Background: an optimization exercise with open tools, aiming at small area and few clock cycles per item. Do not read the settings as production practice.
Only simulation tests tie the RTL to the original design; equivalence was not proved.

==> design.v <==
module MyDesign (dut_run, dut_busy, reset_b, clk, dut_sram_write_address,
		 dut_sram_write_data, dut_sram_write_enable,
		 dut_sram_read_address,	sram_dut_read_data,
		 dut_wmem_read_address, wmem_dut_read_data);
input clk;
input signed [15:0] sram_dut_read_data, wmem_dut_read_data;
input dut_run, reset_b;
output signed [15:0] dut_sram_write_data;
output [11:0] dut_sram_write_address;
output dut_sram_write_enable;
output [11:0] dut_sram_read_address, dut_wmem_read_address;
output dut_busy;
localparam [2:0] IDLE = 3'd0, HDR = 3'd1, SZ = 3'd2, PR = 3'd3, RUN = 3'd4;
reg [2:0] st;
reg [11:0] xa, wa, xb, oa;
reg [6:0] col;           
reg [7:0] row;           
reg [4:0] s8;            
reg [1:0] ph;            
reg x4, x8, w4, w8;      
reg lc, l2, we, first_c, first_t;
reg [15:0] xo_r, wo_r;
reg [1:0] ph_c;
reg [21:0] acc;
wire [21:0] acc_next;
wire [15:0] X = sram_dut_read_data;
wire [15:0] Wd = wmem_dut_read_data;
wire ix4 = (st == PR) ? X[2] : x4;
wire ix8 = (st == PR) ? X[3] : x8;
wire iw4 = (st == PR) ? Wd[2] : w4;
wire iw8 = (st == PR) ? Wd[3] : w8;
wire ib8 = ix8 | iw8;
wire ib4 = ~ib8 & (ix4 | iw4);
wire ixn = ib8 ? ~ix8 : (ib4 & ~ix4);   
wire iwn = ib8 ? ~iw8 : (ib4 & ~iw4);
wire ir4 = ib8 & ((~ix4 & ~ix8) | (~iw4 & ~iw8));  
wire nlast = ~(ixn | iwn) | (ir4 ? (ph == 2'd3) : ph[0]);
wire [6:0] lh = ib8 ? 7'd1 : ib4 ? 7'd2 : 7'd4;    
wire row_end = (col == lh);
wire layer_end = row_end & (row == 8'd1);
wire stepping = (st == PR) | (st == RUN);
wire is_end = &X[7:0];
always @(posedge clk) begin
	if (!reset_b) begin
		st <= IDLE;
		xa <= 12'd0;
		wa <= 12'd0;
		lc <= 1'b0;
		l2 <= 1'b0;
		we <= 1'b0;
	end else begin
		lc <= stepping & row_end;
		l2 <= lc;
		we <= l2;
		case (st)
		IDLE: if (dut_run) begin
			st <= SZ;
			xa <= xa + 12'd1;
			wa <= wa + 12'd1;
		end
		HDR: begin
			st <= SZ;
			xa <= xa + 12'd1;
			wa <= wa + 12'd1;
		end
		SZ: if (is_end) begin
			st <= IDLE;
			xa <= 12'd0;
			wa <= 12'd0;
		end else begin
			st <= PR;
			xa <= xa + 12'd1;
			wa <= wa + 12'd1;
		end
		default: begin  
			st <= layer_end ? HDR : RUN;
			if (row_end & ~layer_end)
				xa <= xb;
			else if (~ixn | nlast)
				xa <= xa + 12'd1;
			if (~iwn | nlast)
				wa <= wa + 12'd1;
		end
		endcase
	end
end
always @(posedge clk) begin
	if (st == SZ) begin
		s8 <= X[7:3];
		row <= X[7:0];
		col <= X[7:1];
	end else begin
		if (row_end) begin
			col <= {s8, 2'b00};
			row <= row - 8'd1;
		end else
			col <= col - lh;
	end
	if (st == SZ)
		xb <= xa + 12'd1;
	if (st == PR) begin
		x4 <= X[2];
		x8 <= X[3];
		w4 <= Wd[2];
		w8 <= Wd[3];
	end
	ph <= stepping ? ph + 2'd1 : 2'd0;
	ph_c <= ph;
	first_c <= lc | (st == PR);
	first_t <= first_c;
	xo_r <= xo;
	wo_r <= wo;
	oa <= (st == IDLE) ? 12'd0 : oa + {11'd0, we};
	acc <= acc_next;
end
wire m8 = x8 | w8;
wire m4 = ~m8 & (x4 | w4);
wire m2 = ~m8 & ~m4;
wire [21:0] acc_in = first_t ? 22'd0 : acc;
reg [15:0] xo, wo;
integer l, n;
always @(*) begin
	xo = 16'd0;
	wo = 16'd0;
	if (m8) begin
		for (l = 0; l < 2; l = l + 1) begin
			if (x8) xo[8*l +: 8] = X[8*l +: 8];
			else if (x4) begin n = 2*ph_c[0] + l; xo[8*l +: 8] = {{4{X[4*n+3]}}, X[4*n +: 4]}; end
			else begin n = 2*ph_c + l; xo[8*l +: 8] = {{6{X[2*n+1]}}, X[2*n +: 2]}; end
			if (w8) wo[8*l +: 8] = Wd[8*l +: 8];
			else if (w4) begin n = 2*ph_c[0] + l; wo[8*l +: 8] = {{4{Wd[4*n+3]}}, Wd[4*n +: 4]}; end
			else begin n = 2*ph_c + l; wo[8*l +: 8] = {{6{Wd[2*n+1]}}, Wd[2*n +: 2]}; end
		end
	end else if (m4) begin
		for (l = 0; l < 4; l = l + 1) begin
			if (x4) xo[4*l +: 4] = X[4*l +: 4];
			else begin n = 4*ph_c[0] + l; xo[4*l +: 4] = {{2{X[2*n+1]}}, X[2*n +: 2]}; end
			if (w4) wo[4*(2*(l/2) + 1 - (l%2)) +: 4] = Wd[4*l +: 4];
			else begin n = 4*ph_c[0] + l; wo[4*(2*(l/2) + 1 - (l%2)) +: 4] = {{2{Wd[2*n+1]}}, Wd[2*n +: 2]}; end
		end
	end else begin
		for (l = 0; l < 8; l = l + 1) begin
			xo[2*l +: 2] = X[2*l +: 2];
			wo[2*(4*(l/4) + 3 - (l%4)) +: 2] = Wd[2*l +: 2];
		end
	end
end
  wire mo_82 = m8 | m2;
  wire mo_42 = m4 | m2;
  wire mo_84 = m8 | m4;
  wire pp_0_0_0 = (xo_r[0] & wo_r[0]) & m8;
  wire pp_0_0_1 = (xo_r[0] & wo_r[1]) & m8;
  wire pp_0_0_2 = (xo_r[0] & wo_r[2]) & m8;
  wire pp_0_0_3 = (xo_r[0] & wo_r[3]) & m8;
  wire pp_0_0_4 = (xo_r[0] & wo_r[4]) & mo_84;
  wire pp_0_0_5 = (xo_r[0] & wo_r[5]) & mo_84;
  wire pp_0_0_6 = (xo_r[0] & wo_r[6]);
  wire pp_0_0_7 = ~(xo_r[0] & wo_r[7]);
  wire pp_0_1_0 = (xo_r[1] & wo_r[0]) & m8;
  wire pp_0_1_1 = (xo_r[1] & wo_r[1]) & m8;
  wire pp_0_1_2 = (xo_r[1] & wo_r[2]) & m8;
  wire pp_0_1_3 = (xo_r[1] & wo_r[3]) & m8;
  wire pp_0_1_4 = (xo_r[1] & wo_r[4]) & mo_84;
  wire pp_0_1_5 = (xo_r[1] & wo_r[5]) & mo_84;
  wire pp_0_1_6 = (xo_r[1] & wo_r[6]) ? mo_84 : m2;
  wire pp_0_1_7 = (xo_r[1] & wo_r[7]) ? m2 : mo_84;
  wire pp_0_2_0 = (xo_r[2] & wo_r[0]) & m8;
  wire pp_0_2_1 = (xo_r[2] & wo_r[1]) & m8;
  wire pp_0_2_2 = (xo_r[2] & wo_r[2]) & m8;
  wire pp_0_2_3 = (xo_r[2] & wo_r[3]) & m8;
  wire pp_0_2_4 = (xo_r[2] & wo_r[4]);
  wire pp_0_2_5 = (xo_r[2] & wo_r[5]) ? mo_84 : m2;
  wire pp_0_2_6 = (xo_r[2] & wo_r[6]) & mo_84;
  wire pp_0_2_7 = ~(xo_r[2] & wo_r[7]) & mo_84;
  wire pp_0_3_0 = (xo_r[3] & wo_r[0]) & m8;
  wire pp_0_3_1 = (xo_r[3] & wo_r[1]) & m8;
  wire pp_0_3_2 = (xo_r[3] & wo_r[2]) & m8;
  wire pp_0_3_3 = (xo_r[3] & wo_r[3]) & m8;
  wire pp_0_3_4 = (xo_r[3] & wo_r[4]) ? m8 : mo_42;
  wire pp_0_3_5 = (xo_r[3] & wo_r[5]) ? mo_82 : m4;
  wire pp_0_3_6 = (xo_r[3] & wo_r[6]) ? m8 : m4;
  wire pp_0_3_7 = (xo_r[3] & wo_r[7]) ? m4 : m8;
  wire pp_0_4_0 = (xo_r[4] & wo_r[0]) & mo_84;
  wire pp_0_4_1 = (xo_r[4] & wo_r[1]) & mo_84;
  wire pp_0_4_2 = (xo_r[4] & wo_r[2]);
  wire pp_0_4_3 = (xo_r[4] & wo_r[3]) ? m8 : mo_42;
  wire pp_0_4_4 = (xo_r[4] & wo_r[4]) & m8;
  wire pp_0_4_5 = (xo_r[4] & wo_r[5]) & m8;
  wire pp_0_4_6 = (xo_r[4] & wo_r[6]) & m8;
  wire pp_0_4_7 = ~(xo_r[4] & wo_r[7]) & m8;
  wire pp_0_5_0 = (xo_r[5] & wo_r[0]) & mo_84;
  wire pp_0_5_1 = (xo_r[5] & wo_r[1]) & mo_84;
  wire pp_0_5_2 = (xo_r[5] & wo_r[2]) ? mo_84 : m2;
  wire pp_0_5_3 = (xo_r[5] & wo_r[3]) ? mo_82 : m4;
  wire pp_0_5_4 = (xo_r[5] & wo_r[4]) & m8;
  wire pp_0_5_5 = (xo_r[5] & wo_r[5]) & m8;
  wire pp_0_5_6 = (xo_r[5] & wo_r[6]) & m8;
  wire pp_0_5_7 = ~(xo_r[5] & wo_r[7]) & m8;
  wire pp_0_6_0 = (xo_r[6] & wo_r[0]);
  wire pp_0_6_1 = (xo_r[6] & wo_r[1]) ? mo_84 : m2;
  wire pp_0_6_2 = (xo_r[6] & wo_r[2]) & mo_84;
  wire pp_0_6_3 = (xo_r[6] & wo_r[3]) ? m8 : m4;
  wire pp_0_6_4 = (xo_r[6] & wo_r[4]) & m8;
  wire pp_0_6_5 = (xo_r[6] & wo_r[5]) & m8;
  wire pp_0_6_6 = (xo_r[6] & wo_r[6]) & m8;
  wire pp_0_6_7 = ~(xo_r[6] & wo_r[7]) & m8;
  wire pp_0_7_0 = ~(xo_r[7] & wo_r[0]);
  wire pp_0_7_1 = (xo_r[7] & wo_r[1]) ? m2 : mo_84;
  wire pp_0_7_2 = ~(xo_r[7] & wo_r[2]) & mo_84;
  wire pp_0_7_3 = (xo_r[7] & wo_r[3]) ? m4 : m8;
  wire pp_0_7_4 = ~(xo_r[7] & wo_r[4]) & m8;
  wire pp_0_7_5 = ~(xo_r[7] & wo_r[5]) & m8;
  wire pp_0_7_6 = ~(xo_r[7] & wo_r[6]) & m8;
  wire pp_0_7_7 = (xo_r[7] & wo_r[7]) & m8;
  wire pp_1_0_0 = (xo_r[8] & wo_r[8]) & m8;
  wire pp_1_0_1 = (xo_r[8] & wo_r[9]) & m8;
  wire pp_1_0_2 = (xo_r[8] & wo_r[10]) & m8;
  wire pp_1_0_3 = (xo_r[8] & wo_r[11]) & m8;
  wire pp_1_0_4 = (xo_r[8] & wo_r[12]) & mo_84;
  wire pp_1_0_5 = (xo_r[8] & wo_r[13]) & mo_84;
  wire pp_1_0_6 = (xo_r[8] & wo_r[14]);
  wire pp_1_0_7 = ~(xo_r[8] & wo_r[15]);
  wire pp_1_1_0 = (xo_r[9] & wo_r[8]) & m8;
  wire pp_1_1_1 = (xo_r[9] & wo_r[9]) & m8;
  wire pp_1_1_2 = (xo_r[9] & wo_r[10]) & m8;
  wire pp_1_1_3 = (xo_r[9] & wo_r[11]) & m8;
  wire pp_1_1_4 = (xo_r[9] & wo_r[12]) & mo_84;
  wire pp_1_1_5 = (xo_r[9] & wo_r[13]) & mo_84;
  wire pp_1_1_6 = (xo_r[9] & wo_r[14]) ? mo_84 : m2;
  wire pp_1_1_7 = (xo_r[9] & wo_r[15]) ? m2 : mo_84;
  wire pp_1_2_0 = (xo_r[10] & wo_r[8]) & m8;
  wire pp_1_2_1 = (xo_r[10] & wo_r[9]) & m8;
  wire pp_1_2_2 = (xo_r[10] & wo_r[10]) & m8;
  wire pp_1_2_3 = (xo_r[10] & wo_r[11]) & m8;
  wire pp_1_2_4 = (xo_r[10] & wo_r[12]);
  wire pp_1_2_5 = (xo_r[10] & wo_r[13]) ? mo_84 : m2;
  wire pp_1_2_6 = (xo_r[10] & wo_r[14]) & mo_84;
  wire pp_1_2_7 = ~(xo_r[10] & wo_r[15]) & mo_84;
  wire pp_1_3_0 = (xo_r[11] & wo_r[8]) & m8;
  wire pp_1_3_1 = (xo_r[11] & wo_r[9]) & m8;
  wire pp_1_3_2 = (xo_r[11] & wo_r[10]) & m8;
  wire pp_1_3_3 = (xo_r[11] & wo_r[11]) & m8;
  wire pp_1_3_4 = (xo_r[11] & wo_r[12]) ? m8 : mo_42;
  wire pp_1_3_5 = (xo_r[11] & wo_r[13]) ? mo_82 : m4;
  wire pp_1_3_6 = (xo_r[11] & wo_r[14]) ? m8 : m4;
  wire pp_1_3_7 = (xo_r[11] & wo_r[15]) ? m4 : m8;
  wire pp_1_4_0 = (xo_r[12] & wo_r[8]) & mo_84;
  wire pp_1_4_1 = (xo_r[12] & wo_r[9]) & mo_84;
  wire pp_1_4_2 = (xo_r[12] & wo_r[10]);
  wire pp_1_4_3 = (xo_r[12] & wo_r[11]) ? m8 : mo_42;
  wire pp_1_4_4 = (xo_r[12] & wo_r[12]) & m8;
  wire pp_1_4_5 = (xo_r[12] & wo_r[13]) & m8;
  wire pp_1_4_6 = (xo_r[12] & wo_r[14]) & m8;
  wire pp_1_4_7 = ~(xo_r[12] & wo_r[15]) & m8;
  wire pp_1_5_0 = (xo_r[13] & wo_r[8]) & mo_84;
  wire pp_1_5_1 = (xo_r[13] & wo_r[9]) & mo_84;
  wire pp_1_5_2 = (xo_r[13] & wo_r[10]) ? mo_84 : m2;
  wire pp_1_5_3 = (xo_r[13] & wo_r[11]) ? mo_82 : m4;
  wire pp_1_5_4 = (xo_r[13] & wo_r[12]) & m8;
  wire pp_1_5_5 = (xo_r[13] & wo_r[13]) & m8;
  wire pp_1_5_6 = (xo_r[13] & wo_r[14]) & m8;
  wire pp_1_5_7 = ~(xo_r[13] & wo_r[15]) & m8;
  wire pp_1_6_0 = (xo_r[14] & wo_r[8]);
  wire pp_1_6_1 = (xo_r[14] & wo_r[9]) ? mo_84 : m2;
  wire pp_1_6_2 = (xo_r[14] & wo_r[10]) & mo_84;
  wire pp_1_6_3 = (xo_r[14] & wo_r[11]) ? m8 : m4;
  wire pp_1_6_4 = (xo_r[14] & wo_r[12]) & m8;
  wire pp_1_6_5 = (xo_r[14] & wo_r[13]) & m8;
  wire pp_1_6_6 = (xo_r[14] & wo_r[14]) & m8;
  wire pp_1_6_7 = ~(xo_r[14] & wo_r[15]) & m8;
  wire pp_1_7_0 = ~(xo_r[15] & wo_r[8]);
  wire pp_1_7_1 = (xo_r[15] & wo_r[9]) ? m2 : mo_84;
  wire pp_1_7_2 = ~(xo_r[15] & wo_r[10]) & mo_84;
  wire pp_1_7_3 = (xo_r[15] & wo_r[11]) ? m4 : m8;
  wire pp_1_7_4 = ~(xo_r[15] & wo_r[12]) & m8;
  wire pp_1_7_5 = ~(xo_r[15] & wo_r[13]) & m8;
  wire pp_1_7_6 = ~(xo_r[15] & wo_r[14]) & m8;
  wire pp_1_7_7 = (xo_r[15] & wo_r[15]) & m8;
  wire k_9 = m8;
  wire k_10 = m4;
  wire k_11 = m2;
  wire k_12 = m2;
  wire k_13 = mo_42;
  wire k_14 = mo_42;
  wire k_15 = mo_42;
  wire k_16 = 1'b1;
  wire k_17 = 1'b1;
  wire k_18 = 1'b1;
  wire k_19 = 1'b1;
  wire k_20 = 1'b1;
  wire k_21 = 1'b1;
  wire t1, t2;
  mpnn_fa u_t1 (.a(pp_0_0_6), .b(pp_0_1_5), .c(pp_0_2_4), .s(t1), .co(t2));
  wire t3, t4;
  mpnn_fa u_t3 (.a(pp_0_0_7), .b(pp_0_1_6), .c(pp_0_2_5), .s(t3), .co(t4));
  wire t5, t6;
  mpnn_fa u_t5 (.a(pp_0_3_4), .b(pp_0_4_3), .c(pp_0_5_2), .s(t5), .co(t6));
  wire t7, t8;
  mpnn_ha u_t7 (.a(pp_0_6_1), .b(pp_0_7_0), .s(t7), .co(t8));
  wire t9, t10;
  mpnn_fa u_t9 (.a(pp_0_1_7), .b(pp_0_2_6), .c(pp_0_3_5), .s(t9), .co(t10));
  wire t11, t12;
  mpnn_fa u_t11 (.a(pp_0_4_4), .b(pp_0_5_3), .c(pp_0_6_2), .s(t11), .co(t12));
  wire t13, t14;
  mpnn_ha u_t13 (.a(pp_0_7_1), .b(pp_1_1_7), .s(t13), .co(t14));
  wire t15, t16;
  mpnn_fa u_t15 (.a(pp_0_2_7), .b(pp_0_3_6), .c(pp_0_4_5), .s(t15), .co(t16));
  wire t17, t18;
  mpnn_fa u_t17 (.a(pp_0_5_4), .b(pp_0_6_3), .c(pp_0_7_2), .s(t17), .co(t18));
  wire t19, t20;
  mpnn_ha u_t19 (.a(pp_0_3_7), .b(pp_0_4_6), .s(t19), .co(t20));
  wire t21, t22;
  mpnn_fa u_t21 (.a(pp_0_0_4), .b(pp_0_1_3), .c(pp_0_2_2), .s(t21), .co(t22));
  wire t23, t24;
  mpnn_fa u_t23 (.a(pp_0_0_5), .b(pp_0_1_4), .c(pp_0_2_3), .s(t23), .co(t24));
  wire t25, t26;
  mpnn_fa u_t25 (.a(pp_0_3_2), .b(pp_0_4_1), .c(pp_0_5_0), .s(t25), .co(t26));
  wire t27, t28;
  mpnn_ha u_t27 (.a(pp_1_0_5), .b(pp_1_1_4), .s(t27), .co(t28));
  wire t29, t30;
  mpnn_fa u_t29 (.a(pp_0_3_3), .b(pp_0_4_2), .c(pp_0_5_1), .s(t29), .co(t30));
  wire t31, t32;
  mpnn_fa u_t31 (.a(pp_0_6_0), .b(pp_1_0_6), .c(pp_1_1_5), .s(t31), .co(t32));
  wire t33, t34;
  mpnn_fa u_t33 (.a(pp_1_2_4), .b(pp_1_3_3), .c(pp_1_4_2), .s(t33), .co(t34));
  wire t35, t36;
  mpnn_ha u_t35 (.a(pp_1_5_1), .b(pp_1_6_0), .s(t35), .co(t36));
  wire t37, t38;
  mpnn_fa u_t37 (.a(pp_1_0_7), .b(pp_1_1_6), .c(pp_1_2_5), .s(t37), .co(t38));
  wire t39, t40;
  mpnn_fa u_t39 (.a(pp_1_3_4), .b(pp_1_4_3), .c(pp_1_5_2), .s(t39), .co(t40));
  wire t41, t42;
  mpnn_fa u_t41 (.a(pp_1_6_1), .b(pp_1_7_0), .c(acc_in[7]), .s(t41), .co(t42));
  wire t43, t44;
  mpnn_fa u_t43 (.a(t2), .b(t3), .c(t5), .s(t43), .co(t44));
  wire t45, t46;
  mpnn_fa u_t45 (.a(pp_1_2_6), .b(pp_1_3_5), .c(pp_1_4_4), .s(t45), .co(t46));
  wire t47, t48;
  mpnn_fa u_t47 (.a(pp_1_5_3), .b(pp_1_6_2), .c(pp_1_7_1), .s(t47), .co(t48));
  wire t49, t50;
  mpnn_fa u_t49 (.a(acc_in[8]), .b(t4), .c(t6), .s(t49), .co(t50));
  wire t51, t52;
  mpnn_fa u_t51 (.a(t8), .b(t9), .c(t11), .s(t51), .co(t52));
  wire t53, t54;
  mpnn_fa u_t53 (.a(pp_1_2_7), .b(pp_1_3_6), .c(pp_1_4_5), .s(t53), .co(t54));
  wire t55, t56;
  mpnn_fa u_t55 (.a(pp_1_5_4), .b(pp_1_6_3), .c(pp_1_7_2), .s(t55), .co(t56));
  wire t57, t58;
  mpnn_fa u_t57 (.a(k_9), .b(acc_in[9]), .c(t10), .s(t57), .co(t58));
  wire t59, t60;
  mpnn_fa u_t59 (.a(t12), .b(t14), .c(t15), .s(t59), .co(t60));
  wire t61, t62;
  mpnn_fa u_t61 (.a(pp_0_5_5), .b(pp_0_6_4), .c(pp_0_7_3), .s(t61), .co(t62));
  wire t63, t64;
  mpnn_fa u_t63 (.a(pp_1_3_7), .b(pp_1_4_6), .c(pp_1_5_5), .s(t63), .co(t64));
  wire t65, t66;
  mpnn_fa u_t65 (.a(pp_1_6_4), .b(pp_1_7_3), .c(k_10), .s(t65), .co(t66));
  wire t67, t68;
  mpnn_fa u_t67 (.a(acc_in[10]), .b(t16), .c(t18), .s(t67), .co(t68));
  wire t69, t70;
  mpnn_fa u_t69 (.a(pp_0_4_7), .b(pp_0_5_6), .c(pp_0_6_5), .s(t69), .co(t70));
  wire t71, t72;
  mpnn_fa u_t71 (.a(pp_0_7_4), .b(pp_1_4_7), .c(pp_1_5_6), .s(t71), .co(t72));
  wire t73, t74;
  mpnn_fa u_t73 (.a(pp_1_6_5), .b(pp_1_7_4), .c(k_11), .s(t73), .co(t74));
  wire t75, t76;
  mpnn_fa u_t75 (.a(pp_0_5_7), .b(pp_0_6_6), .c(pp_0_7_5), .s(t75), .co(t76));
  wire t77, t78;
  mpnn_ha u_t77 (.a(pp_0_0_2), .b(pp_0_1_1), .s(t77), .co(t78));
  wire t79, t80;
  mpnn_fa u_t79 (.a(pp_0_0_3), .b(pp_0_1_2), .c(pp_0_2_1), .s(t79), .co(t80));
  wire t81, t82;
  mpnn_fa u_t81 (.a(pp_0_3_0), .b(pp_1_0_3), .c(pp_1_1_2), .s(t81), .co(t82));
  wire t83, t84;
  mpnn_fa u_t83 (.a(pp_0_3_1), .b(pp_0_4_0), .c(pp_1_0_4), .s(t83), .co(t84));
  wire t85, t86;
  mpnn_fa u_t85 (.a(pp_1_1_3), .b(pp_1_2_2), .c(pp_1_3_1), .s(t85), .co(t86));
  wire t87, t88;
  mpnn_ha u_t87 (.a(pp_1_4_0), .b(acc_in[4]), .s(t87), .co(t88));
  wire t89, t90;
  mpnn_fa u_t89 (.a(pp_1_2_3), .b(pp_1_3_2), .c(pp_1_4_1), .s(t89), .co(t90));
  wire t91, t92;
  mpnn_fa u_t91 (.a(pp_1_5_0), .b(acc_in[5]), .c(t22), .s(t91), .co(t92));
  wire t93, t94;
  mpnn_fa u_t93 (.a(t23), .b(t25), .c(t27), .s(t93), .co(t94));
  wire t95, t96;
  mpnn_fa u_t95 (.a(acc_in[6]), .b(t1), .c(t24), .s(t95), .co(t96));
  wire t97, t98;
  mpnn_fa u_t97 (.a(t26), .b(t28), .c(t29), .s(t97), .co(t98));
  wire t99, t100;
  mpnn_fa u_t99 (.a(t31), .b(t33), .c(t35), .s(t99), .co(t100));
  wire t101, t102;
  mpnn_fa u_t101 (.a(t7), .b(t30), .c(t32), .s(t101), .co(t102));
  wire t103, t104;
  mpnn_fa u_t103 (.a(t34), .b(t36), .c(t37), .s(t103), .co(t104));
  wire t105, t106;
  mpnn_fa u_t105 (.a(t39), .b(t41), .c(t43), .s(t105), .co(t106));
  wire t107, t108;
  mpnn_fa u_t107 (.a(t13), .b(t38), .c(t40), .s(t107), .co(t108));
  wire t109, t110;
  mpnn_fa u_t109 (.a(t42), .b(t44), .c(t45), .s(t109), .co(t110));
  wire t111, t112;
  mpnn_fa u_t111 (.a(t47), .b(t49), .c(t51), .s(t111), .co(t112));
  wire t113, t114;
  mpnn_fa u_t113 (.a(t17), .b(t46), .c(t48), .s(t113), .co(t114));
  wire t115, t116;
  mpnn_fa u_t115 (.a(t50), .b(t52), .c(t53), .s(t115), .co(t116));
  wire t117, t118;
  mpnn_fa u_t117 (.a(t55), .b(t57), .c(t59), .s(t117), .co(t118));
  wire t119, t120;
  mpnn_fa u_t119 (.a(t19), .b(t54), .c(t56), .s(t119), .co(t120));
  wire t121, t122;
  mpnn_fa u_t121 (.a(t58), .b(t60), .c(t61), .s(t121), .co(t122));
  wire t123, t124;
  mpnn_fa u_t123 (.a(t63), .b(t65), .c(t67), .s(t123), .co(t124));
  wire t125, t126;
  mpnn_fa u_t125 (.a(acc_in[11]), .b(t20), .c(t62), .s(t125), .co(t126));
  wire t127, t128;
  mpnn_fa u_t127 (.a(t64), .b(t66), .c(t68), .s(t127), .co(t128));
  wire t129, t130;
  mpnn_fa u_t129 (.a(t69), .b(t71), .c(t73), .s(t129), .co(t130));
  wire t131, t132;
  mpnn_fa u_t131 (.a(pp_1_5_7), .b(pp_1_6_6), .c(pp_1_7_5), .s(t131), .co(t132));
  wire t133, t134;
  mpnn_fa u_t133 (.a(k_12), .b(acc_in[12]), .c(t70), .s(t133), .co(t134));
  wire t135, t136;
  mpnn_fa u_t135 (.a(t72), .b(t74), .c(t75), .s(t135), .co(t136));
  wire t137, t138;
  mpnn_fa u_t137 (.a(pp_0_6_7), .b(pp_0_7_6), .c(pp_1_6_7), .s(t137), .co(t138));
  wire t139, t140;
  mpnn_fa u_t139 (.a(pp_1_7_6), .b(k_13), .c(acc_in[13]), .s(t139), .co(t140));
  wire t141, t142;
  mpnn_ha u_t141 (.a(pp_0_0_1), .b(pp_0_1_0), .s(t141), .co(t142));
  wire t143, t144;
  mpnn_fa u_t143 (.a(pp_0_2_0), .b(pp_1_0_2), .c(pp_1_1_1), .s(t143), .co(t144));
  wire t145, t146;
  mpnn_ha u_t145 (.a(pp_1_2_0), .b(acc_in[2]), .s(t145), .co(t146));
  wire t147, t148;
  mpnn_fa u_t147 (.a(pp_1_2_1), .b(pp_1_3_0), .c(acc_in[3]), .s(t147), .co(t148));
  wire t149, t150;
  mpnn_fa u_t149 (.a(t78), .b(t79), .c(t81), .s(t149), .co(t150));
  wire t151, t152;
  mpnn_fa u_t151 (.a(t21), .b(t80), .c(t82), .s(t151), .co(t152));
  wire t153, t154;
  mpnn_fa u_t153 (.a(t83), .b(t85), .c(t87), .s(t153), .co(t154));
  wire t155, t156;
  mpnn_fa u_t155 (.a(t84), .b(t86), .c(t88), .s(t155), .co(t156));
  wire t157, t158;
  mpnn_fa u_t157 (.a(t89), .b(t91), .c(t93), .s(t157), .co(t158));
  wire t159, t160;
  mpnn_fa u_t159 (.a(t90), .b(t92), .c(t94), .s(t159), .co(t160));
  wire t161, t162;
  mpnn_fa u_t161 (.a(t95), .b(t97), .c(t99), .s(t161), .co(t162));
  wire t163, t164;
  mpnn_fa u_t163 (.a(t96), .b(t98), .c(t100), .s(t163), .co(t164));
  wire t165, t166;
  mpnn_fa u_t165 (.a(t101), .b(t103), .c(t105), .s(t165), .co(t166));
  wire t167, t168;
  mpnn_fa u_t167 (.a(t102), .b(t104), .c(t106), .s(t167), .co(t168));
  wire t169, t170;
  mpnn_fa u_t169 (.a(t107), .b(t109), .c(t111), .s(t169), .co(t170));
  wire t171, t172;
  mpnn_fa u_t171 (.a(t108), .b(t110), .c(t112), .s(t171), .co(t172));
  wire t173, t174;
  mpnn_fa u_t173 (.a(t113), .b(t115), .c(t117), .s(t173), .co(t174));
  wire t175, t176;
  mpnn_fa u_t175 (.a(t114), .b(t116), .c(t118), .s(t175), .co(t176));
  wire t177, t178;
  mpnn_fa u_t177 (.a(t119), .b(t121), .c(t123), .s(t177), .co(t178));
  wire t179, t180;
  mpnn_fa u_t179 (.a(t120), .b(t122), .c(t124), .s(t179), .co(t180));
  wire t181, t182;
  mpnn_fa u_t181 (.a(t125), .b(t127), .c(t129), .s(t181), .co(t182));
  wire t183, t184;
  mpnn_fa u_t183 (.a(t126), .b(t128), .c(t130), .s(t183), .co(t184));
  wire t185, t186;
  mpnn_fa u_t185 (.a(t131), .b(t133), .c(t135), .s(t185), .co(t186));
  wire t187, t188;
  mpnn_fa u_t187 (.a(t76), .b(t132), .c(t134), .s(t187), .co(t188));
  wire t189, t190;
  mpnn_fa u_t189 (.a(t136), .b(t137), .c(t139), .s(t189), .co(t190));
  wire t191, t192;
  mpnn_fa u_t191 (.a(pp_0_7_7), .b(pp_1_7_7), .c(k_14), .s(t191), .co(t192));
  wire t193, t194;
  mpnn_fa u_t193 (.a(acc_in[14]), .b(t138), .c(t140), .s(t193), .co(t194));
  wire t195, t196;
  mpnn_ha u_t195 (.a(pp_1_0_1), .b(pp_1_1_0), .s(t195), .co(t196));
  wire t197, t198;
  mpnn_fa u_t197 (.a(t77), .b(t142), .c(t143), .s(t197), .co(t198));
  wire t199, t200;
  mpnn_fa u_t199 (.a(t144), .b(t146), .c(t147), .s(t199), .co(t200));
  wire t201, t202;
  mpnn_fa u_t201 (.a(t148), .b(t150), .c(t151), .s(t201), .co(t202));
  wire t203, t204;
  mpnn_fa u_t203 (.a(t152), .b(t154), .c(t155), .s(t203), .co(t204));
  wire t205, t206;
  mpnn_fa u_t205 (.a(t156), .b(t158), .c(t159), .s(t205), .co(t206));
  wire t207, t208;
  mpnn_fa u_t207 (.a(t160), .b(t162), .c(t163), .s(t207), .co(t208));
  wire t209, t210;
  mpnn_fa u_t209 (.a(t164), .b(t166), .c(t167), .s(t209), .co(t210));
  wire t211, t212;
  mpnn_fa u_t211 (.a(t168), .b(t170), .c(t171), .s(t211), .co(t212));
  wire t213, t214;
  mpnn_fa u_t213 (.a(t172), .b(t174), .c(t175), .s(t213), .co(t214));
  wire t215, t216;
  mpnn_fa u_t215 (.a(t176), .b(t178), .c(t179), .s(t215), .co(t216));
  wire t217, t218;
  mpnn_fa u_t217 (.a(t180), .b(t182), .c(t183), .s(t217), .co(t218));
  wire t219, t220;
  mpnn_fa u_t219 (.a(t184), .b(t186), .c(t187), .s(t219), .co(t220));
  wire t221, t222;
  mpnn_fa u_t221 (.a(t188), .b(t190), .c(t191), .s(t221), .co(t222));
  wire t223, t224;
  mpnn_fa u_t223 (.a(k_15), .b(acc_in[15]), .c(t192), .s(t223), .co(t224));
  wire t225, t226;
  mpnn_ha u_t225 (.a(pp_0_0_0), .b(pp_1_0_0), .s(t225), .co(t226));
  wire t227, t228;
  mpnn_fa u_t227 (.a(acc_in[1]), .b(t141), .c(t195), .s(t227), .co(t228));
  wire t229, t230;
  mpnn_fa u_t229 (.a(t145), .b(t196), .c(t197), .s(t229), .co(t230));
  wire t231, t232;
  mpnn_fa u_t231 (.a(t149), .b(t198), .c(t199), .s(t231), .co(t232));
  wire t233, t234;
  mpnn_fa u_t233 (.a(t153), .b(t200), .c(t201), .s(t233), .co(t234));
  wire t235, t236;
  mpnn_fa u_t235 (.a(t157), .b(t202), .c(t203), .s(t235), .co(t236));
  wire t237, t238;
  mpnn_fa u_t237 (.a(t161), .b(t204), .c(t205), .s(t237), .co(t238));
  wire t239, t240;
  mpnn_fa u_t239 (.a(t165), .b(t206), .c(t207), .s(t239), .co(t240));
  wire t241, t242;
  mpnn_fa u_t241 (.a(t169), .b(t208), .c(t209), .s(t241), .co(t242));
  wire t243, t244;
  mpnn_fa u_t243 (.a(t173), .b(t210), .c(t211), .s(t243), .co(t244));
  wire t245, t246;
  mpnn_fa u_t245 (.a(t177), .b(t212), .c(t213), .s(t245), .co(t246));
  wire t247, t248;
  mpnn_fa u_t247 (.a(t181), .b(t214), .c(t215), .s(t247), .co(t248));
  wire t249, t250;
  mpnn_fa u_t249 (.a(t185), .b(t216), .c(t217), .s(t249), .co(t250));
  wire t251, t252;
  mpnn_fa u_t251 (.a(t189), .b(t218), .c(t219), .s(t251), .co(t252));
  wire t253, t254;
  mpnn_fa u_t253 (.a(t193), .b(t220), .c(t221), .s(t253), .co(t254));
  wire t255, t256;
  mpnn_fa u_t255 (.a(t194), .b(t222), .c(t223), .s(t255), .co(t256));
  wire t257, t258;
  mpnn_fa u_t257 (.a(k_16), .b(acc_in[16]), .c(t224), .s(t257), .co(t258));
  wire t259, t260;
  mpnn_ha u_t259 (.a(k_17), .b(acc_in[17]), .s(t259), .co(t260));
  wire t261, t262;
  mpnn_ha u_t261 (.a(k_18), .b(acc_in[18]), .s(t261), .co(t262));
  wire t263, t264;
  mpnn_ha u_t263 (.a(k_19), .b(acc_in[19]), .s(t263), .co(t264));
  wire t265, t266;
  mpnn_ha u_t265 (.a(k_20), .b(acc_in[20]), .s(t265), .co(t266));
  wire t267, t268;
  mpnn_ha u_t267 (.a(k_21), .b(acc_in[21]), .s(t267), .co(t268));
  wire [21:0] row_a = {t266, t264, t262, t260, t258, t256, t254, t252, t250, t248, t246, t244, t242, t240, t238, t236, t234, t232, t230, t228, t226, acc_in[0]};
  wire [21:0] row_b = {t267, t265, t263, t261, t259, t257, t255, t253, t251, t249, t247, t245, t243, t241, t239, t237, t235, t233, t231, t229, t227, t225};
  assign acc_next = row_a + row_b;
assign dut_sram_read_address = xa;
assign dut_wmem_read_address = wa;
assign dut_sram_write_address = oa;
assign dut_sram_write_enable = we;
assign dut_sram_write_data = m8 ? acc[15:0] : m4 ? acc[19:4] : acc[21:6];
assign dut_busy = (st != IDLE) | we;
endmodule
module mpnn_fa (a, b, c, s, co);
input a, b, c;
output s, co;
assign s = a ^ b ^ c;
assign co = (a & b) | (a & c) | (b & c);
endmodule
module mpnn_ha (a, b, s, co);
input a, b;
output s, co;
assign s = a ^ b;
assign co = a & b;
endmodule
==> flow/run.sh <==
#!/bin/bash
# Layout flow: the standard flow (standard.sh, all ORFS steps) with two
# changes: the port buffers that global placement puts on every input and
# output use the smallest buffer cell, and clock tree synthesis uses
# clkbuf_8 buffers and adds no dummy loads.
set -o pipefail
export BUFFER_PORTS_ARGS="-buffer_cell sky130_fd_sc_hd__buf_1"
export CTS_ARGS="-sink_clustering_enable -repair_clock_nets -buf_list sky130_fd_sc_hd__clkbuf_8 -dont_use_dummy_load"
bash standard.sh > standard.log 2>&1
==> standard.sh <==
#!/bin/bash
# synth_recipe.tcl (not shown) runs the flow's synth.tcl, then flattens the netlist and writes it again
# the make line also repeats each setting of config.mk as NAME=value (left out here)
make -C /OpenROAD-flow-scripts/flow DESIGN_CONFIG=/design/flow/config.mk WORK_HOME=/design/flow/orfs CLKGATE_MAP_FILE= SYNTH_SCRIPT=/design/flow/synth_recipe.tcl "${@:-finish}"
==> config.mk <==
export PLATFORM = sky130hd
export DESIGN_NAME = MyDesign
export DESIGN_NICKNAME = MyDesign
export VERILOG_FILES = /design/flow/design.v
export SDC_FILE = /design/flow/constraint.sdc
export NUM_CORES = 4
export LEC_CHECK = 0
export CAP_MARGIN = 20
export CORE_MARGIN = 2
export CORE_UTILIZATION = 40
export SLEW_MARGIN = 20
export SYNTH_HIERARCHICAL = 1
export SYNTH_MINIMUM_KEEP_SIZE = 0
==> constraint.sdc <==
create_clock -name core_clock -period 6.0 [get_ports {clk}]
set_input_delay 1.2000 -clock core_clock [delete_from_list [all_inputs] [get_ports {clk}]]
set_output_delay 1.2000 -clock core_clock [all_outputs]
set_load 0.01 [all_outputs]
==> flow_summary.yaml, run 1 <==
setup_path:
  crit_fanout: 28
  cpLargestDelayFamily: "adder cells"
  timing.setup.critical_path_class: "flip-flop to flip-flop"
  crit_path_cell_trace: "nor2_2 > buf_6 > inv_2 > and3_1 > fa_1 > fa_1 > fa_1 > fa_1 > fa_1 > fa_1 > ha_1 > a2111oi_1 > o211ai_1 > a311o_1 > xor2_1"
  setup.worst_path.end_class: "flip-flop"
  max_stage_delay_ns: 0.54
  critical_path.slowest_cell: "a2111oi_1"
  critPathLaunchType: "flip-flop"
  required_time_worst_endpoint_ns: 6.30
  timing.critical_path.arrival_ns: 5.98
  timing.critical_path.buf_inv: 2
  worst_path_most_repeated_cell: "fa_1"
cts:
  clk-insertion-delay-late_ns: 0.45
  clk_path_buf_depth: 2
  cts_inserted_buffers: 17
  cts_max_level: 4
  tritoncts: "built"
  cts_sinks: 138
  cts.root.buffer_cell: "clkbuf_8"
  cts.reportedPaths.clkPinSlew_ns: 0.08
  postCtsHoldBufs: 0
grt:
  grt_first_pass_wirelength_um: 49000
  grt_overflow_total: 0
  via_count_of_the_first_global_routing_pass: 9097
  largest_net_degree_at_the_start_of_global_routing: 34
  track_usage_pct: 21.2
  antenna_violations_before_repair: 2
logic_synthesis:
  netlist_instances: 1194
  avgSynthCellArea_um2: 9.51
  post_synth_num_cell_types: 69
  netlist_area_um2: 11400
  synth_seq_area_share_pct: 26.5
  synth-edff-count: 25
  postSynth.asyncResetShare_pct: 0
  synth.ff_latch_count: 138
  ys_warn_count: 7
  dominantRegCellSynth: "dfxtp_1"
run:
  drv_cap: 0
timing:
  maxSlewViolCount: 0
  clock.fmax_ghz: 0.176
  clock_skew_ns: 0.0340
  final.min_clock_period_ns: 5.68
  finalSetupTns_ns: 0
  final_min_period_over_clock_period_pct: 94.7
  max-slew-margin-rel_pct: 26.2
  worst_hold_margin_ns: 0.373
  unrepaired_setup_endpoints_after_global_routing: "false"
  setup_viol: 0
  timing.final.hold_violations: 0
  slew_at_the_pin_closest_to_its_max_slew_limit_ns: 1.10
place:
  input_output_buffers: 88
  place.detailed.hpwl_um: 23600
  cell_total_after_placement: 1634
  placed_cell_area_um2: 12200
  place_congestion: 0.892
routing:
  drcViolationCount: 0
  dr.first_iter.drc_count: 808
  wl_per_cell_um: 18.3
  drt.antenna.violating_nets: 0
  route.final.wire_length_um: 30300
  vias_per_cell: 5.58
  dr_total_vias: 9213
  drt-pass1-iter-count: 6
final_layout:
  finalNetCount: 1478
  syn_to_final_growth_pct: 9.24
  layout.cell_area.non_filler_um2: 12400
  layout.cells.most_common: "nand2_1"
  final_cell_mix: "nand2_1 (131), fa_1 (120), dfxtp_1 (113)"
  fin_cells: 1652
  antenna_cells: 0
  post_route_cells_drive_above_1_share_pct: 6.04
floorplanning:
  initial_core_utilization_pct: 40.8
  floorplan.rows: 61
  design.portCount: 89
  die-area_um2: 29700
  area_inside_the_core_boundary_um2: 27900
  die_h_um: 172
  fp.dieW_um: 172
worst_hold_path:
  hold_class: "flip-flop to flip-flop"
status:
  outcome: "finished clean"
[worst paths after layout]
kind	slack, ns	depth (start not counted)	end	from
min reg2reg	0.37	0	ph_c[1]	ph[1]
min	0.37	0	ph_c[1]	ph[1]
max reg2reg	0.32	15	acc[18]	x8
max	0.32	15	acc[18]	x8
[modules after synthesis, one instance, submodules excluded]
module / cell area (um^2) / copies in the design / flip-flops and latches / cells
mpnn_fa: 20.0 / 118 / 0 / 1
MyDesign: 8790 / 1 / 138 / 1060
mpnn_ha: 12.5 / 16 / 0 / 1
[final cells by class]
class	instances	area, um^2
fillers	2744	15500
repair buffers	116	544
well taps	378	473
multi-input cells	967	8000
inverters	36	135
clock buffers	17	234
flip-flops and latches	138	3010
[routing by layer]
layer  vias up  global-route usage [%]  wire (um)
met5         -                       0         21
li1       4383                       -          -
met2       287                    35.8      15100
met3        56                    3.66       1580
met1      4483                    27.9      12900
met4         4                    6.10        690
[logic make-up after synthesis]
group	count (synthesis)	synth area share, %
buf+inv	94	3.28
simple gates	414	18.7
flops	138	26.5
other cells	1	0.0330
mux	53	5.57
xor+xnor	67	5.17
fa+ha+maj	167	26.3
compound gates	260	14.3
[sequential cells by signal, indices dropped and copies added (netlist names), 2 cells and up]
| signal | count |
|---|---|
| acc | 22 |
| col | 7 |
| oa | 12 |
| ph | 2 |
| ph_c | 2 |
| row | 8 |
| s8 | 5 |
| st | 3 |
| wa | 12 |
| wo_r | 16 |
| xa | 12 |
| xb | 12 |
| xo_r | 16 |
[repair_timing]
action                                  in CTS  in global routing
endpoints found under the setup margin       0                  3
hold endpoints to repair                     0                  0
resized for setup                            0                  2
buffers inserted                             0                  1
[synth_stat cells, drive strengths merged, types with 13 or more instances]
master / number / share of area [%]
nand2: 131 / 4.3
fa: 120 / 21
dfxtp: 113 / 20
o21ai: 84 / 3.7
and3: 83 / 4.6
a21oi: 71 / 3.1
nor2: 57 / 1.9
xnor2: 54 / 4.2
ha: 47 / 5.2
clkbuf: 46 / 1.5
mux2i: 35 / 3.1
inv: 33 / 1.1
nor2b: 32 / 1.8
edfxtp: 25 / 6.6
nand3: 24 / 1.1
or3: 14 / 0.77
a21o: 13 / 0.86
and2: 13 / 0.72
nor3: 13 / 0.57
xor2: 13 / 1.0
[metrics by stage]
stage	worst slack, ns	utilization (%)
6_report	0.316	44.5
5_1_grt	0.0273	44.5
4_1_cts	0.111	44.5
3_5_place_dp	0.146	43.6
3_3_place_gp	0.268	43.6
2_1_floorplan	0.0674	-
Testbench counts, summed over its fixed seeds: cycles 117,674, macs 306,944.
==> inputs of run 2 (changes only) <==
--- a/config.mk
+++ b/config.mk
@@ -7,6 +7,6 @@
 export LEC_CHECK = 0
-export CAP_MARGIN = 20
+export CAP_MARGIN = 0
 export CORE_MARGIN = 2
 export CORE_UTILIZATION = 40
-export SLEW_MARGIN = 20
+export SLEW_MARGIN = 0
 export SYNTH_HIERARCHICAL = 1
==> run 2 against run 1 <==
Critical path depth is the same. Via count did not move. Routed wire length is the same. Still clean on timing, DRC and antenna. Sequential cell count unchanged. Global-route usage is the same. Non-clock buffer count unchanged. Highest routed layer unchanged. Critical endpoint unchanged. Worst hold slack unchanged.
==> flow_summary.yaml, run 2 <==
setup_path:
  crit_fanout: 28
  crit_path_cell_trace: "nor2_2 > buf_6 > inv_2 > and3_1 > fa_1 > fa_1 > fa_1 > fa_1 > fa_1 > fa_1 > ha_1 > a2111oi_1 > o211ai_1 > a311o_1 > xor2_1"
  critical_path.slowest_cell: "a2111oi_1"
  worst_path_most_repeated_cell: "fa_1"
  rr_worst_depth: 15
  path_depth: 15
  timing.critical_path.arrival_ns: 5.98
  setup.worst_path.end_class: "flip-flop"
  cpLargestDelayFamily: "adder cells"
  max_stage_delay_ns: 0.54
  timing.critical_path.buf_inv: 2
  required_time_worst_endpoint_ns: 6.30
  critPathLaunchType: "flip-flop"
  timing.setup.critical_path_class: "flip-flop to flip-flop"
cts:
  clk_path_buf_depth: 2
  cts_inserted_buffers: 17
  tritoncts: "built"
  cts.root.buffer_cell: "clkbuf_8"
  cts_max_level: 4
  cts_sinks: 138
  clk-insertion-delay-late_ns: 0.45
  cts.reportedPaths.clkPinSlew_ns: 0.08
timing:
  unrepaired_setup_endpoints_after_global_routing: "false"
  max-slew-margin-rel_pct: 26.2
  worst_hold_margin_ns: 0.373
  final.min_clock_period_ns: 5.68
  clock.fmax_ghz: 0.176
  final_min_period_over_clock_period_pct: 94.7
  setup_viol: 0
  maxSlewViolCount: 0
  clock_skew_ns: 0.0340
  slew_at_the_pin_closest_to_its_max_slew_limit_ns: 1.10
  timing.final.hold_violations: 0
  fin_ws_ns: 0.316
  finalSetupTns_ns: 0
grt:
  grt_overflow_total: 0
  grt_first_pass_wirelength_um: 49000
  antenna_violations_before_repair: 2
  via_count_of_the_first_global_routing_pass: 9097
  track_usage_pct: 21.2
  largest_net_degree_at_the_start_of_global_routing: 34
logic_synthesis:
  dominantRegCellSynth: "dfxtp_1"
  yosys.cell_count.top_type: "nand2_1"
  netlist_area_um2: 11400
  post_synth_top_cells: "nand2_1 (131), fa_1 (120), dfxtp_1 (113)"
  synth.ff_latch_count: 138
  synthTopCellsByArea: "fa_1 (21%), dfxtp_1 (20%), edfxtp_1 (6.6%)"
  cell_type_contributing_the_most_total_cell_area_after_synthesis: "fa_1"
  post_synth_num_cell_types: 69
  synth_seq_area_share_pct: 26.5
  ys_warn_count: 7
  yosysTopAreaCellShare_pct: 21.2
  avgSynthCellArea_um2: 9.51
  synth-edff-count: 25
  postSynth.asyncResetShare_pct: 0
  netlist_instances: 1194
floorplanning:
  die_h_um: 172
  design.portCount: 89
  floorplan.rows: 61
  initial_core_utilization_pct: 40.8
  fp.dieW_um: 172
  die-area_um2: 29700
  area_inside_the_core_boundary_um2: 27900
final_layout:
  largest_register_ff_count: 22
  fin_cells: 1652
  antenna_cells: 0
  registers.top_by_ff_count: "acc"
  final_cell_mix: "nand2_1 (131), fa_1 (120), dfxtp_1 (113)"
  post_route_cells_drive_above_1_share_pct: 6.04
  layout.cells.most_common: "nand2_1"
  syn_to_final_growth_pct: 9.24
  reg_top3: "acc: 22 flops, wo_r: 16 flops, xo_r: 16 flops"
  finalNetCount: 1478
routing:
  drcViolationCount: 0
  wl_per_cell_um: 18.3
  dr.first_iter.drc_count: 808
  drt.antenna.violating_nets: 0
  vias_per_cell: 5.58
  route.final.wire_length_um: 30300
  drt-pass1-iter-count: 6
  dr_total_vias: 9213
place:
  input_output_buffers: 88
  post-place-ws_ns: 0.146
  place_congestion: 0.892
  place.detailed.hpwl_um: 23600
  cell_total_after_placement: 1634
worst_hold_path:
  hold_class: "flip-flop to flip-flop"
  worstHoldPathCells: 0
status:
  outcome: "finished clean"
run:
  drv_cap: 0
## run 2: cell counts after synthesis
No cell type changed its count.
## run 2: modules after synthesis (local to each module, per instance)
module    area (um^2)  copies in the design
mpnn_fa          20.0                   118
MyDesign         8790                     1
mpnn_ha          12.5                    16
## run 2: logic make-up after synthesis
kind of cell	count (synthesis)	share of synthesized area, %
xor+xnor	67	5.17
fa+ha+maj	167	26.3
simple gates	414	18.7
other cells	1	0.0330
flops	138	26.5
mux	53	5.57
buf+inv	94	3.28
compound gates	260	14.3
## run 2: final timing paths
kind / from / end / slack [ns]
hold reg to reg: ph[1] / ph_c[1] / 0.37
hold / removal: ph[1] / ph_c[1] / 0.37
setup / recovery: x8 / acc[18] / 0.32
setup reg to reg: x8 / acc[18] / 0.32
## run 2: metal layers
metal  global-route usage [%]  vias up  share of wire, %
met4                     6.10        4               2.3
met2                     35.8      287                50
met5                        0        -             0.069
li1                         -     4383                 -
met3                     3.66       56               5.2
met1                     27.9     4483                43
## run 2: worst register-to-register path: stages, from the launching register on
cell and delay [ns]:
dfxtp_1 0.31, nor2_2 0.15, buf_6 0.27, inv_2 0.17, and3_1 0.23, fa_1 0.45
fa_1 0.45, fa_1 0.49, fa_1 0.43, fa_1 0.53, fa_1 0.41, ha_1 0.24
a2111oi_1 0.54, o211ai_1 0.31, a311o_1 0.44, xor2_1 0.15
## run 2: repair_timing
item / CTS / global route
gates resized for setup: 0 / 2
hold buffers: 0 / 0
endpoints found under the hold margin: 0 / 0
setup buffers: 0 / 1
setup endpoints to repair: 0 / 3
## run 2: stage by stage
step / area, um^2 / utilization (%)
floorplan: 11400 / -
global placement: 12200 / 43.6
detailed placement: 12200 / 43.6
CTS: 12400 / 44.5
global route: 12400 / 44.5
finish: 12400 / 44.5
## run 2: final cells by class
class,instances,area (um^2)
Timing Repair Buffer,116,544
Inverter,36,135
Tap cell,378,473
Multi-Input combinational cell,967,8000
Fill cell,2744,15500
Sequential cell,138,3010
Clock buffer,17,234
==> inputs of run 3 (changes only) <==
==> flow/run.sh (replaced) <==
#!/bin/bash
# Layout flow: the standard flow (standard.sh, all ORFS steps) with these
# changes: the port buffers that global placement puts on every input and
# output use the smallest buffer cell; timing-driven global placement does
# not keep the buffers its trial repair inserts; clock tree synthesis uses
# clkbuf_8 buffers and adds no dummy loads.
set -o pipefail
export BUFFER_PORTS_ARGS="-buffer_cell sky130_fd_sc_hd__buf_1"
export GPL_KEEP_OVERFLOW=0
export CTS_ARGS="-sink_clustering_enable -repair_clock_nets -buf_list sky130_fd_sc_hd__clkbuf_8 -dont_use_dummy_load"
bash standard.sh > standard.log 2>&1
--- a/config.mk
+++ b/config.mk
@@ -7,6 +7,6 @@
 export LEC_CHECK = 0
-export CAP_MARGIN = 0
+export CAP_MARGIN = 20
 export CORE_MARGIN = 2
 export CORE_UTILIZATION = 40
-export SLEW_MARGIN = 0
+export SLEW_MARGIN = 20
 export SYNTH_HIERARCHICAL = 1
==> run 3 against run 2 <==
Worst setup slack got worse by 0.020 ns. Still clean on timing, DRC and antenna. Critical path depth is 4 higher. Largest cell class unchanged. Fmax fell by 0.35%. Via count grew 0.90%.
==> flow_summary.yaml, run 3 <==
cts:
  clk_path_buf_depth: 2
  cts.root.buffer_cell: "clkbuf_8"
  cts_max_level: 4
  tritoncts: "built"
  clk-insertion-delay-late_ns: 0.46
  cts_sinks: 138
  cts.reportedPaths.clkPinSlew_ns: 0.07
  cts_inserted_buffers: 17
  postCtsHoldBufs: 0
final_layout:
  registers.top_by_ff_count: "acc"
  largest_register_ff_count: 22
  post_route_cells_drive_above_1_share_pct: 7.38
  syn_to_final_growth_pct: 10.4
  layout.cells.most_common: "nand2_1"
  reg_top3: "acc: 22 flops, wo_r: 16 flops, xo_r: 16 flops"
  filler_cell_count: 2689
  finalCoreUtilization_pct: 45.0
  layout.cell_area.non_filler_um2: 12500
  finalNetCount: 1477
  final_cell_mix: "nand2_1 (130), fa_1 (120), dfxtp_1 (108)"
place:
  place_congestion: 0.872
  input_output_buffers: 88
  placed_cell_area_um2: 12000
  place.detailed.hpwl_um: 23100
setup_path:
  cp-endpoint: "acc[20]"
  worst-r2r-setup-slack_ns: 0.30
  path_depth: 19
  critPathLaunchType: "flip-flop"
  crit_path_cell_trace: "nor2_4 > buf_4 > nand2_8 > inv_16 > xnor2_1 > fa_1 > fa_1 > fa_1 > fa_1 > fa_1 > fa_1 > ha_2 > and3_1 > nand2_1 > o211ai_1 > buf_4 > a31oi_1 > o21ai_0 > o31ai_1"
  setup.worst_path.end_class: "flip-flop"
  max_stage_delay_ns: 0.54
  crit_fanout: 28
  cp-startpoint: "x8"
  cpLargestDelayFamily: "adder cells"
  critical_path.slowest_cell: "fa_1"
  worst_path_most_repeated_cell: "fa_1"
  rr_worst_depth: 19
  required_time_worst_endpoint_ns: 6.30
  timing.rr.start: "x8"
  timing.setup.critical_path_class: "flip-flop to flip-flop"
  timing.critical_path.arrival_ns: 6.01
  timing.critical_path.buf_inv: 3
  critical_path.reg2reg.endpoint: "acc[20]"
grt:
  via_count_of_the_first_global_routing_pass: 9083
  grt_first_pass_wirelength_um: 48600
  largest_net_degree_at_the_start_of_global_routing: 72
  track_usage_pct: 21.1
  antenna_violations_before_repair: 1
  grt_overflow_total: 0
logic_synthesis:
  synth-edff-count: 25
  synth_seq_area_share_pct: 26.5
  netlist_area_um2: 11400
  yosys.cell_count.top_type: "nand2_1"
  synth.ff_latch_count: 138
  yosysTopAreaCellShare_pct: 21.2
  synthTopCellsByArea: "fa_1 (21%), dfxtp_1 (20%), edfxtp_1 (6.6%)"
  cell_type_contributing_the_most_total_cell_area_after_synthesis: "fa_1"
  postSynth.asyncResetShare_pct: 0
  post_synth_top_cells: "nand2_1 (131), fa_1 (120), dfxtp_1 (113)"
  ys_warn_count: 7
  post_synth_num_cell_types: 69
  netlist_instances: 1194
  avgSynthCellArea_um2: 9.51
  dominantRegCellSynth: "dfxtp_1"
routing:
  drcViolationCount: 0
  dr_total_vias: 9296
  routed_length_on_met3_um: 1580
  wl_per_cell_um: 18.6
  route.final.wire_length_um: 30700
  vias_per_cell: 5.63
  routedLengthMet1_um: 12900
  drt-pass1-iter-count: 6
  drt.antenna.violating_nets: 0
  routed.top_layer: "met4"
  dr.first_iter.drc_count: 838
  route.met2.wl_um: 15600
floorplanning:
  design.portCount: 89
  initial_core_utilization_pct: 40.8
  die-area_um2: 29700
  die_h_um: 172
  area_inside_the_core_boundary_um2: 27900
  floorplan.rows: 61
  fp.dieW_um: 172
timing:
  timing.final.hold_violations: 0
  max-slew-margin-rel_pct: 42.9
  final_min_period_over_clock_period_pct: 95.1
  unrepaired_setup_endpoints_after_global_routing: "false"
  final.min_clock_period_ns: 5.70
  slew_at_the_pin_closest_to_its_max_slew_limit_ns: 0.855
  setup_viol: 0
  clock_skew_ns: 0.0439
  maxSlewViolCount: 0
  clock.fmax_ghz: 0.175
run:
  drv_cap: 0
status:
  outcome: "finished clean"
worst_hold_path:
  hold_class: "flip-flop to flip-flop"
-- run 3: cell count changes in the layout (fill, tap and decap cells not counted), sizes merged --
cell	change
buf	-4
clkinv	+1
diode	+1
nand2	+1
nor2	+1
-- run 3: layout make-up --
cell class	count	area, um^2	area share [%]
inverter	36	161	1.29
sequential	138	3030	24.2
multi-input combinational	969	8100	64.6
tap	378	473	3.77
clock buffer	17	234	1.87
timing repair buffer	112	527	4.20
timing repair inverter	1	5.00	0.0399
antenna	1	2.50	0.0200
-- run 3: how the worst min path moves through the flow --
| stage | from | endpoint | depth (start not counted) |
|---|---|---|---|
| final | first_c | first_t | 0 |
| after global routing | first_c | first_t | 0 |
| after CTS | ph[0] | ph_c[0] | 0 |
| after detailed placement | ph[1] | ph_c[1] | 0 |
| after global placement | ph[1] | ph_c[1] | 0 |
| after floorplan | first_c | first_t | 0 |
-- run 3: worst register-to-register path: stages, from the launching register on --
cell	delay, ns
dfxtp_4	0.39
nor2_4	0.12
buf_4	0.20
nand2_8	0.13
inv_16	0.16
xnor2_1	0.16
fa_1	0.47
fa_1	0.54
fa_1	0.44
fa_1	0.41
fa_1	0.53
fa_1	0.41
ha_2	0.40
and3_1	0.22
nand2_1	0.07
o211ai_1	0.37
buf_4	0.21
a31oi_1	0.11
o21ai_0	0.17
o31ai_1	0.09
-- run 3: timing repair --
item                       4_1_cts  5_1_grt
buffers inserted                 5       16
setup endpoints to repair       17        9
resized for setup               18       12
gates cloned                     1        2
pin swaps                        3        4
-- run 3: metrics by stage --
| step | setup TNS [ns] | hold slack, ns | instances | setup slack (ns) |
|---|---|---|---|---|
| floorplan | 0 | 0.310 | 1199 | 0.0674 |
| global placement | -47.13 | 0.345 | 1607 | -3.06 |
| detailed placement | -28.99 | 0.358 | 1610 | -2.37 |
| CTS | 0 | 0.381 | 1633 | 0.00680 |
| global route | 0 | 0.392 | 1651 | 0.0333 |
| finish | 0 | 0.377 | 1652 | 0.296 |
-- run 3: cell families after synthesis --
logic type,after synthesis,synth area share (%)
XOR/XNOR,67,5.17
other,1,0.0330
AO/OA/AOI/OAI,260,14.3
multiplexers,53,5.57
flip-flops,138,26.5
adder cells (fa/ha/maj),167,26.3
buffers and inverters,94,3.28
AND/OR/NAND/NOR,414,18.7
-- run 3: routing by layer --
| metal | vias to the layer above | track usage [%] |
|---|---|---|
| li1 | 4382 | - |
| met4 | 0 | 6.25 |
| met5 | - | 0 |
| met1 | 4593 | 27.6 |
| met3 | 46 | 3.30 |
| met2 | 275 | 36.0 |
-- run 3: per-module statistics from Yosys, one instance, submodules excluded --
module,cells inside,cell area [um^2],copies in the design,flops+latches
mpnn_ha,1,12.5,16,0
mpnn_fa,1,20.0,118,0
MyDesign,1060,8790,1,138

[re-timing with driven ports]
The results above use ideal ports. As a check the final layouts listed here were re-extracted and re-timed, cells and wires unchanged.
Step 1 (the two cells are an assumption about what drives the block):
set clk [get_ports {clk}]
set_driving_cell -lib_cell sky130_fd_sc_hd__clkbuf_16 $clk
set_driving_cell -lib_cell sky130_fd_sc_hd__buf_2 [delete_from_list [all_inputs] $clk]
Step 2 times the ports against the registers' clock, not the clock port: input delays grow and output delays shrink by t, the midpoint of the rising clock arrivals with the driver on.
Three values: ideal ports, drivers, drivers and shift; two values: the first two.
run	shift t [ns]	slack for setup (ns)	worst setup path at the end	latest minus earliest clock arrival (ns)
run 1	0.474	0.316 / 0.316 / 0.316	register to register	0.041 / 0.041
run 2	0.474	0.316 / 0.316 / 0.316	register to register	0.041 / 0.041
run 3	0.476	0.296 / 0.296 / 0.296	register to register	0.047 / 0.047
After both steps every run listed still meets setup and hold.
